What follows belongs to an exercise in optimizing a design on an open flow for small area; a production flow would make more cautious choices.
The RTL was checked by simulation tests, not by an equivalence proof against the original design.
The clock input has no modelled driver; a real chip could not lean on it and would need a root buffer or a full tree.
No activity file was given, so power comes from the tool's default toggle rates.

## run 1
## top
module top (
    input  clk,
    input  n_rst,
    input  rxd,
    output txd
);
    localparam PARSE = 2'd0, COMP = 2'd1, OUTP = 2'd2, ZF = 2'd3;
    reg  [4:0]  c;       
    reg  [1:0]  mode;
    reg  [3:0]  n;       
    reg  [4:0]  seq;     
    reg  [15:0] A, B;
    reg  [32:0] R;
    reg  [7:0]  SR;      
    reg         sgn;     
    reg         opl;     
    reg         opy;     
    reg         sa, sb;  
    reg         C;       
    reg         d;       
    wire parse = (mode == PARSE);
    wire comp  = (mode == COMP);
    wire outp  = (mode == OUTP);
    wire smp   = (c[3:0] == 4'hf);
    wire c0    = (c == 5'd0);
    wire c1    = (c == 5'd1);
    wire c16   = (c == 5'd16);
    wire c31   = (c == 5'd31);
    wire mul   = opl & ~opy;
    wire div   = opl & opy;
    wire sub   = ~opl & opy;
    wire zfill    = (mode == ZF);                  
    wire rxp      = parse | zfill;
  ...
clock: 14.0 ns
lec_check: 0
cap_margin: 20
core_margin: 2
core_utilization: 40
place_density: 0.6
slew_margin: 20
standard.sh (not shown) runs the stock make flow with config.mk's settings and CLKGATE_MAP_FILE= SYNTH_SCRIPT=/design/flow/synth_recipe.tcl, a recipe that flattens the netlist after the stock synthesis.
==> flow/flow/run.sh <==
#!/bin/bash
# Layout flow: the standard flow, except that synthesis maps the logic
# with yosys's default abc script (no full-adder extraction), and CTS uses
# the arguments in flow/cts_args.txt, after which flow/post_cts.tcl
# merges the leaf clusters in pairs (4 clkbuf_16 leaves, no root).  Registers are the standard ones.
set -euo pipefail
W=$(pwd)
CTS="$(cat $W/flow/cts_args.txt 2>/dev/null || true)"
# synthesis with our script
sed -e "s|SYNTH_SCRIPT=[^ ]*|SYNTH_SCRIPT=$W/flow/synth.tcl ADDER_MAP_FILE=|" standard.sh > my_synth.sh
bash my_synth.sh synth > synth.log 2>&1
# the rest of the standard flow
if [[ -n "$CTS" ]]; then
  sed -e "s|SYNTH_SCRIPT=[^ ]*|& CTS_ARGS='$CTS' POST_CTS_TCL=$W/flow/post_cts.tcl CTS_ARGS='$CTS' POST_CTS_TCL=$W/flow/post_cts.tcl BUFFER_PORTS_ARGS='-buffer_cell sky130_fd_sc_hd__buf_1'|" standard.sh > my_std.sh
else
  cp standard.sh my_std.sh
fi
bash my_std.sh > layout.log 2>&1
==> flow/flow/post_cts.tcl <==
# After CTS: merge the clock tree's leaf clusters in pairs, drive each pair
# by one clkbuf_16 placed at the centre of its flip-flops and fed straight
# from the clock port (4 leaf buffers, so the port drives 4 pins), and drop
# the root buffer.  Every flip-flop still sees one buffer between the clock
# port and its clock pin.
set block [ord::get_db_block]
set root [$block findInst clkbuf_0_clk]
if {$root eq "NULL"} { puts "post_cts: no root buffer, tree left as is"; return }
set clknet [[$root findITerm A] getNet]
set rootnet [[$root findITerm X] getNet]
set leaves {}
foreach it [$rootnet getITerms] { if {[$it getInst] ne $root} { lappend leaves [$it getInst] } }
set leaves [lsort -command {apply {{a b} {string compare [$a getName] [$b getName]}}} $leaves]
if {[llength $leaves] != 8} { puts "post_cts: [llength $leaves] leaves, tree left as is"; return }
set keep {}
for {set i 0} {$i < 8} {incr i 2} {
  set k [lindex $leaves $i]
  set o [lindex $leaves [expr {$i + 1}]]
  set knet [[$k findITerm X] getNet]
  set onet [[$o findITerm X] getNet]
  foreach it [$onet getITerms] { if {[$it getInst] ne $o} { $it disconnect; $it connect $knet } }
  odb::dbInst_destroy $o
  odb::dbNet_destroy $onet
  [$k findITerm A] disconnect
  [$k findITerm A] connect $clknet
  # move the buffer to the centre of its sinks
  set sx 0; set sy 0; set ns 0
  foreach it [$knet getITerms] {
    set in [$it getInst]
    if {$in eq $k} continue
    set b [$in getBBox]
    set sx [expr {$sx + ([$b xMin] + [$b xMax]) / 2}]
    set sy [expr {$sy + ([$b yMin] + [$b yMax]) / 2}]
    incr ns
  }
  if {$ns > 0} { $k setLocation [expr {$sx / $ns}] [expr {$sy / $ns}] }
  lappend keep [$k getName]
}
odb::dbInst_destroy $root
odb::dbNet_destroy $rootnet
foreach k $keep { replace_cell [get_cells $k] sky130_fd_sc_hd__clkbuf_16 }
puts "post_cts: 4 leaf buffers: $keep"
detailed_placement
check_placement -verbose
estimate_parasitics -placement
report_clock_skew
Other scripts of this flow, unchanged in this note and not shown: flow/flow/cts_args.txt, flow/flow/synth.tcl
What run 2 does differently from run 1 at the input level:
==> flow/flow/run.sh <==
#!/bin/bash
# Layout flow: the standard flow, except that synthesis maps the logic
# with yosys's default abc script (no full-adder extraction), and CTS uses
# the arguments in flow/cts_args.txt.  Registers are the standard ones.
set -euo pipefail
W=$(pwd)
CTS="$(cat $W/flow/cts_args.txt 2>/dev/null || true)"
# synthesis with our script
sed -e "s|SYNTH_SCRIPT=[^ ]*|SYNTH_SCRIPT=$W/flow/synth.tcl ADDER_MAP_FILE=|" standard.sh > my_synth.sh
bash my_synth.sh synth > synth.log 2>&1
# the rest of the standard flow
if [[ -n "$CTS" ]]; then
  sed -e "s|SYNTH_SCRIPT=[^ ]*|& CTS_ARGS='$CTS'|" standard.sh > my_std.sh
else
  cp standard.sh my_std.sh
fi
bash my_std.sh > layout.log 2>&1
removed: flow/flow/post_cts.tcl
Results
- Utilization in run 2 is 0.52 points higher than in run 1
- Looking at wire length of the first global-routing pass, run 2 sits about 1.3% higher than run 1 does.
- Looking only at total power, and setting everything else aside, the higher value of run 2 and run 1 goes to run 2.
What run 3 does differently from run 2 at the input level:
--- a/flow/flow/run.sh
+++ b/flow/flow/run.sh
@@ -3,3 +3,4 @@
 # with yosys's default abc script (no full-adder extraction), and CTS uses
-# the arguments in flow/cts_args.txt.  Registers are the standard ones.
+# the arguments in flow/cts_args.txt, after which flow/post_cts.tcl
+# merges the leaf clusters in pairs (4 clkbuf_16 leaves, no root).  Registers are the standard ones.
 set -euo pipefail
@@ -12,3 +13,3 @@
 if [[ -n "$CTS" ]]; then
-  sed -e "s|SYNTH_SCRIPT=[^ ]*|& CTS_ARGS='$CTS'|" standard.sh > my_std.sh
+  sed -e "s|SYNTH_SCRIPT=[^ ]*|& CTS_ARGS='$CTS' POST_CTS_TCL=$W/flow/post_cts.tcl|" standard.sh > my_std.sh
 else
==> flow/flow/post_cts.tcl (new file) <==
# After CTS: merge the clock tree's leaf clusters in pairs, drive each pair
# by one clkbuf_16 placed at the centre of its flip-flops and fed straight
# from the clock port (4 leaf buffers, so the port drives 4 pins), and drop
# the root buffer.  Every flip-flop still sees one buffer between the clock
# port and its clock pin.
set block [ord::get_db_block]
set root [$block findInst clkbuf_0_clk]
if {$root eq "NULL"} { puts "post_cts: no root buffer, tree left as is"; return }
set clknet [[$root findITerm A] getNet]
set rootnet [[$root findITerm X] getNet]
set leaves {}
foreach it [$rootnet getITerms] { if {[$it getInst] ne $root} { lappend leaves [$it getInst] } }
set leaves [lsort -command {apply {{a b} {string compare [$a getName] [$b getName]}}} $leaves]
if {[llength $leaves] != 8} { puts "post_cts: [llength $leaves] leaves, tree left as is"; return }
set keep {}
for {set i 0} {$i < 8} {incr i 2} {
  set k [lindex $leaves $i]
  set o [lindex $leaves [expr {$i + 1}]]
  set knet [[$k findITerm X] getNet]
  set onet [[$o findITerm X] getNet]
  foreach it [$onet getITerms] { if {[$it getInst] ne $o} { $it disconnect; $it connect $knet } }
  odb::dbInst_destroy $o
  odb::dbNet_destroy $onet
  [$k findITerm A] disconnect
  [$k findITerm A] connect $clknet
  # move the buffer to the centre of its sinks
  set sx 0; set sy 0; set ns 0
  foreach it [$knet getITerms] {
    set in [$it getInst]
    if {$in eq $k} continue
    set b [$in getBBox]
    set sx [expr {$sx + ([$b xMin] + [$b xMax]) / 2}]
    set sy [expr {$sy + ([$b yMin] + [$b yMax]) / 2}]
    incr ns
  }
  if {$ns > 0} { $k setLocation [expr {$sx / $ns}] [expr {$sy / $ns}] }
  lappend keep [$k getName]
}
odb::dbInst_destroy $root
odb::dbNet_destroy $rootnet
foreach k $keep { replace_cell [get_cells $k] sky130_fd_sc_hd__clkbuf_16 }
puts "post_cts: 4 leaf buffers: $keep"
detailed_placement
check_placement -verbose
estimate_parasitics -placement
report_clock_skew
Results
- From run 2 to run 3 the numbers moved as follows: final number of setup-violating endpoints shows no meaningful change; number of global-route vias before repair shows a reduction of 56.
- Run 2 → run 3: combinational group share of total power did not really move, number of non-filler instances in the completed layout went down by about 1.2%, sequential share of layout area increased 0.38 points, core utilization went down.
- Diff run 2 and run 3: worst-case headroom to the max-slew limit higher in run 3
- Reported for run 2 and run 3, number of sequential cells turned out identical to the last digit.
- Comparing the two runs side by side, run 3 comes out ahead of run 2 on fmax.
- Comparing total power for run 2 and run 3, the smaller number came from run 3.
- Against run 2 as the reference, run 3 delivers a lower global-route wire length before repair.

* * *

## v23
Another version of the RTL of top (not shown whole).
Size in the first run: ~330 cells after synthesis, roughly 96 flip-flops, ~4 I/O pins, about 3400 um2 of cells after synthesis.
Settings: LEC_CHECK=0, CAP_MARGIN=20, CORE_MARGIN=2, CORE_UTILIZATION=40, PLACE_DENSITY=0.6, SLEW_MARGIN=20; clock period 14.0 ns.
==> flow/flow/run.sh <==
#!/bin/bash
# Layout flow: the standard flow, except that synthesis maps the logic
# with yosys's default abc script (no full-adder extraction), and CTS uses
# the arguments in flow/cts_args.txt.  Registers are the standard ones.
set -euo pipefail
W=$(pwd)
CTS="$(cat $W/flow/cts_args.txt 2>/dev/null || true)"
# synthesis with our script
sed -e "s|SYNTH_SCRIPT=[^ ]*|SYNTH_SCRIPT=$W/flow/synth.tcl ADDER_MAP_FILE=|" standard.sh > my_synth.sh
bash my_synth.sh synth > synth.log 2>&1
# the rest of the standard flow
if [[ -n "$CTS" ]]; then
  sed -e "s|SYNTH_SCRIPT=[^ ]*|& CTS_ARGS='$CTS'|" standard.sh > my_std.sh
else
  cp standard.sh my_std.sh
fi
bash my_std.sh > layout.log 2>&1
==> flow/flow/cts_args.txt <==
-sink_clustering_enable -dont_use_dummy_load -buf_list sky130_fd_sc_hd__clkbuf_8 -sink_buffer_max_cap_derate 0.5 -repair_clock_nets
==> flow/flow/synth.tcl <==
proc synth {args} { yosys synth -nofsm -noshare {*}$args }
set f [open $::env(SCRIPTS_DIR)/synth.tcl]; set s [read $f]; close $f
set s [string map [list {log_cmd abc {*}$abc_args} {log_cmd abc {*}$::my_abc_args}] $s]
source $::env(SCRIPTS_DIR)/synth_preamble.tcl
# area-oriented mapping: two rounds of choice computation and area mapping
set ::my_abc_args [list -script "+strash;ifraig;scorr;dc2;strash;&get,-n;&dch,-f;&nf,-R,1000;&put;strash;&get,-n;&dch,-f;&nf,-R,1000;&put" {*}$lib_args {*}$lib_dont_use_args]
eval $s
# left out here: clear keep_hierarchy, flatten, clean up, hide names made inside functions, write 1_2_yosys.v
Inputs modified between v23 and v33:
==> flow/flow/cts_args.txt <==
-sink_clustering_enable -dont_use_dummy_load -root_buf sky130_fd_sc_hd__clkbuf_8 -buf_list sky130_fd_sc_hd__clkbuf_4 -repair_clock_nets
Findings:
- Summary of v33 over v23: wire length on met1 held; total power held; multi-input combinational gate total held.
- Summary of v33 over v23: via count level, post-synthesis share of cell area spent on and, or, nand and nor gates has remained practically unchanged, global routing met2 resource utilization barely changed, met3 routing resource usage after global routing neither gained nor lost much.
> inputs changed (v33 -> v51)
==> flow/flow/cts_args.txt <==
-sink_clustering_enable -dont_use_dummy_load -buf_list sky130_fd_sc_hd__clkbuf_16 -sink_buffer_max_cap_derate 1.0 -repair_clock_nets
[summary]
- Of v51 and v33, it is v51 that has the lower combinational fraction of design power.
- v51 improves on v33 in post-layout minimum cycle time.
- v51 finished end to end and its layout was clean on timing, DRC and antenna.
- Changes observed in v51 relative to v33: routed wire length increased 150 um, routing usage on met3 increased 2.0 points, via count increased 64, sequential fraction of total cell area decreased 1.6 points.
- Post-route clock period utilization across v33 and v51: no real change.

* * *

The RTL this note starts from:
==> flow/design.v <==
`timescale 1ps/1ps
module top (
    input  clk,
    input  n_rst,
    input  rxd,
    output txd
);
    localparam PARSE = 2'd0, COMP = 2'd1, OUTP = 2'd2;
    reg  [4:0]  c;       
    reg  [1:0]  mode;
    reg  [3:0]  n;       
    reg  [4:0]  seq;     
    reg  [15:0] A, B;
    reg  [32:0] R;
    reg  [7:0]  SR;      
    reg         sgn;     
    reg         opl;     
    reg         opy;     
    reg         sa, sb;  
    reg         C;       
    reg         d;       
    wire parse = (mode == PARSE);
    wire comp  = (mode == COMP);
    wire outp  = (mode == OUTP);
    wire smp   = (c[3:0] == 4'hf);
    wire c0    = (c == 5'd0);
    wire c1    = (c == 5'd1);
    wire c16   = (c == 5'd16);
    wire c31   = (c == 5'd31);
    wire mul   = opl & ~opy;
    wire div   = opl & opy;
    wire sub   = ~opl & opy;
    wire zfill    = n[3] & n[1];                   
    wire rx_start = parse & ((n == 4'd0) | zfill) & smp & ~rxd;
    wire rx_bit   = parse & (n != 4'd0) & (n != 4'd9) & ~zfill & smp;
    wire win      = parse & (n == 4'd9);           
    wire win_end  = win & smp;
    wire digit    = SR[4] | SR[6];                  
    wire fieldA   = (seq >= 5'd3) & (seq <= 5'd7);
    wire fieldB   = (seq >= 5'd9) & (seq <= 5'd12);
    wire insA     = win & fieldA & digit;
    wire insB     = win & fieldB & digit;
    wire step  = comp & opl & seq[4];
    wire shl   = step | (comp & div & (seq == 5'd0) & ~c[4]);
    wire T     = shl ? R[32] : R[31];
    wire lastp = opl ? (seq == 5'd2) : (seq == 5'd15);
    wire load = outp & n[3] & (c[4:2] == {~seq[2] ^ div, ~seq[1], ~seq[0]});
    reg X, Ys, inv, init, cinv, act, wA, wB, wR, qinv, updd;
    always @(*) begin
        X = 1'b0; Ys = 1'b0; inv = 1'b0; init = 1'b0; cinv = 1'b0; act = 1'b0;
        wA = 1'b0; wB = 1'b0; wR = 1'b0; qinv = 1'b0; updd = 1'b0;
        if (parse) begin
            if (insA | insB) begin
                X = SR[0];
                Ys = SR[6] & ((c[3:0] == 4'd0) | (c[3:0] == 4'd3));
                init = (c[3:0] == 4'd0);
                act = 1'b1; wA = insA; wB = insB;
            end
        end else if (comp) begin
            if (~opl) begin
                if (seq == 5'd14) begin          
                    Ys = c[4] ? (sgn & sa) : A[15];
                    init = c0; act = 1'b1; wR = 1'b1;
                end else if (seq == 5'd15) begin  
                    X = T; Ys = c[4] ? (sgn & sb) : B[15];
                    inv = sub; init = c0; cinv = sub; act = 1'b1; wR = 1'b1;
                end
            end else if ((seq == 5'd14) | (seq == 5'd2)) begin
                Ys = c[4] ? B[15] : A[15];
                inv = 1'b1; init = c0 | c16; cinv = 1'b1; act = 1'b1;
                wA = ~c[4] & sgn & sa; wB = c[4] & sgn & sb;
            end else if (seq == 5'd15) begin
                Ys = mul ? (c[4] & B[15]) : (~c[4] & A[15]);
                init = c0; act = 1'b1; wR = 1'b1; updd = 1'b1;
            end else if (step) begin
                if (mul) begin                   
                    X = ~c0 & T;
                    Ys = ~c[4] & (c0 ? R[0] : d) & A[15];
                    init = c0; act = 1'b1; wR = 1'b1;
                end else if (c0 & (seq != 5'd16)) begin
                    X = T; inv = ~d; act = 1'b1; wR = 1'b1; qinv = 1'b1; updd = 1'b1;
                end else if (c[4]) begin         
                    X = T; Ys = B[15]; inv = ~d; init = c16; cinv = ~d;
                    act = 1'b1; wR = 1'b1;
                end
            end else if (seq == 5'd0) begin
                if (div) begin
                    if (c0) begin
                        X = T; inv = ~d; act = 1'b1; wR = 1'b1; qinv = 1'b1; updd = 1'b1;
                    end else if (c[4]) begin     
                        X = T; Ys = d & B[15]; init = c16; act = 1'b1; wR = 1'b1;
                    end
                end
            end else if (seq == 5'd1) begin
                if (sgn & (sa ^ sb) & (mul | ~c[4])) begin
                    Ys = T; inv = 1'b1; init = c0; cinv = 1'b1; act = 1'b1; wR = 1'b1;
                end
            end
        end
    end
    wire Y   = Ys ^ inv;
    wire Ce  = init ? cinv : C;
    wire sum = X ^ Y ^ Ce;
    wire Cn  = (X & Y) | (X & Ce) | (Y & Ce);
    always @(posedge clk or negedge n_rst)
        if (!n_rst) c <= 5'd0;
        else c <= c + 5'd1;
    always @(posedge clk) begin
        A <= {A[14:0], ~zfill & (wA ? sum : A[15])};
        B <= {B[14:0], ~zfill & (wB ? sum : B[15])};
    end
    always @(posedge clk)
        R <= {R[31:0], wR ? (sum ^ qinv) : T};
    always @(posedge clk) begin
        if (act) C <= Cn;
        if (updd) d <= sum & ~(comp & (seq == 5'd15));
        else if (step & mul & c0) d <= R[0];
    end
    always @(posedge clk) begin
        if (rx_bit) SR <= {rxd, SR[7:1]};
        else if (insA | insB | load)
            SR[3:0] <= {load ? R[31] : insA ? A[15] : B[15], SR[3:1]};
        if (win_end & (seq == 5'd2)) sgn <= ~SR[2];
        if (win_end & (seq == 5'd8)) begin
            opl <= ~SR[0] | (SR[1] & SR[2]);
            opy <= SR[2];
        end
        if (parse & smp) begin
            sa <= A[15];
            sb <= B[15];
        end
    end
    always @(posedge clk or negedge n_rst)
        if (!n_rst) begin
            mode <= PARSE;
            n <= 4'd10;
            seq <= 5'd0;
        end else begin
            case (mode)
                PARSE: begin
                    if (rx_start) n <= 4'd1;
                    else if (smp & (n != 4'd0)) n <= ((n == 4'd9) | zfill) ? 4'd0 : n + 4'd1;
                    if (win_end) begin
                        if (seq == 5'd0) seq <= (SR == 8'h49) ? 5'd1 : 5'd0;
                        else if (seq == 5'd13) begin
                            mode <= COMP;
                        end else seq <= seq + 5'd1;
                    end
                end
                COMP: begin
                    if (c31) begin
                        if (lastp) begin
                            mode <= OUTP;
                            seq <= 5'd0;
                            n <= 4'd8;
                        end else seq <= seq + 5'd1;
                    end
                end
                default: begin
                    if (smp) begin
                        if (n == 4'd9) begin
                            n <= 4'd0;
                            if (seq == 5'd8) begin
                                mode <= PARSE;
                                seq <= 5'd0;
                            end else seq <= seq + 5'd1;
                        end else n <= n + 4'd1;
                    end
                end
            endcase
        end
    wire [3:0] dg = SR[3:0];
    wire       L  = dg[3] & (dg[2] | dg[1]);
    wire [3:0] e  = dg + {1'b0, L, L, L};
    reg tx;
    always @(*) begin
        if (~outp | (seq == 5'd0)) tx = 1'b1;
        else case (n)
            4'd0: tx = 1'b0;
            4'd1: tx = e[0];
            4'd2: tx = e[1];
            4'd3: tx = e[2];
            4'd4: tx = e[3];
            4'd5: tx = ~L;
            4'd6: tx = 1'b1;
            4'd7: tx = L;
            4'd8: tx = 1'b0;
            default: tx = 1'b1;
        endcase
    end
    assign txd = tx;
endmodule
==> flow/config.mk <==
export PLATFORM = sky130hd
export DESIGN_NAME = top
export DESIGN_NICKNAME = top
export VERILOG_FILES = /design/flow/design.v
export SDC_FILE = /design/flow/constraint.sdc
export NUM_CORES = 4
export LEC_CHECK = 0
export CAP_MARGIN = 20
export CORE_MARGIN = 2
export CORE_UTILIZATION = 40
export PLACE_DENSITY = 0.6
export SLEW_MARGIN = 20
==> flow/constraint.sdc <==
create_clock -name core_clock -period 14.0 [get_ports {clk}]
set_input_delay 2.8000 -clock core_clock [delete_from_list [all_inputs] [get_ports {clk}]]
set_output_delay 2.8000 -clock core_clock [all_outputs]
set_load 0.01 [all_outputs]
==> flow/flow/cts_args.txt <==
-sink_clustering_enable -dont_use_dummy_load -root_buf sky130_fd_sc_hd__clkbuf_8 -buf_list sky130_fd_sc_hd__clkbuf_4 -repair_clock_nets
Scripts as last shown in full above: flow/flow/run.sh, flow/flow/synth.tcl
The first run went through all stages and came out clean.
Rerun with:
==> flow/flow/cts_args.txt (replaced) <==
-sink_clustering_enable -dont_use_dummy_load -root_buf sky130_fd_sc_hd__clkbuf_16 -buf_list sky130_fd_sc_hd__clkbuf_4 -repair_clock_nets
What happened:
- The changed run finished with timing, DRC and antenna clean
- worst hold slack improves by 0.013 ns
- total power goes up by 15%
- design area grows by 2.7%
- die area does not change
Rerun with:
==> flow/run.sh (new file) <==
#!/bin/bash
# synth_recipe.tcl (not shown) runs the flow's synth.tcl, then flattens the netlist and writes it again
# the make line also repeats each setting of config.mk as NAME=value (left out here)
make -C /OpenROAD-flow-scripts/flow DESIGN_CONFIG=/design/flow/config.mk WORK_HOME=/design/flow/orfs CLKGATE_MAP_FILE= SYNTH_SCRIPT=/design/flow/synth_recipe.tcl finish
CTS_BUF_LIST = sky130_fd_sc_hd__clkbuf_2 sky130_fd_sc_hd__clkbuf_4 sky130_fd_sc_hd__clkbuf_8   (was default)
removed: flow/flow/run.sh
removed: flow/flow/cts_args.txt
removed: flow/flow/synth.tcl
removed: flow/standard.sh
Outcome:
- The new run passed the timing, DRC and antenna checks
- final cell count increases by roughly a tenth
- first-iteration DRC count decreases by well over a third
- die area increases by about a fifth
- count of clock-buffer cells in the layout stays the same
- wire length increases by about a fifth
- setup slack is worse by 0.78 ns
- sequential share of layout area decreases by 6.0 points
- final area increases by roughly a tenth
- core utilization decreases by 2.1 points

what the ideal ports hide:
The results above use ideal ports. As a check the final layouts listed here were re-extracted and re-timed, cells and wires unchanged. Step 1 sets driving cells, clkbuf_16 on the clock port and buf_2 on the other inputs (assumed; they add their load-dependent delay and slew). Step 2 times the ports against the registers' clock, not the clock port: input delays grow and output delays shrink by t, the midpoint of the rising clock arrivals with the driver on. Slacks: ideal ports / drivers / drivers and shift; pairs: ideal ports / drivers.
| run | t (ns) | setup slack, ns | latest minus earliest clock arrival (ns) | worst slew at a driven data input, ns |
|---|---|---|---|---|
| run 1 | 0.228 | 9.085 / 9.007 / 9.235 | 0.012 / 0.012 | 0.03 |
| run 2 | 0.377 | 8.549 / 8.517 / 8.894 | 0.022 / 0.022 | 0.03 |
| run 3 | 0.227 | 8.754 / 8.679 / 8.906 | 0.017 / 0.016 | 0.03 |
| v23 | 0.376 | 8.750 / 8.717 / 9.092 | 0.021 / 0.021 | 0.03 |
| v33 | 0.376 | 8.750 / 8.717 / 9.092 | 0.021 / 0.021 | 0.03 |
| v51 | 0.371 | 8.755 / 8.717 / 9.088 | 0.014 / 0.014 | 0.03 |
| the first run of note 3 | 0.361 | 8.977 / 8.947 / 9.309 | 0.036 / 0.035 | 0.03 |
| the second run of note 3 | 0.351 | 9.005 / 8.971 / 9.322 | 0.022 / 0.022 | 0.03 |
| the third run of note 3 | 0.382 | 8.223 / 8.193 / 8.575 | 0.010 / 0.010 | 0.03 |
After both steps every run listed still meets setup and hold.
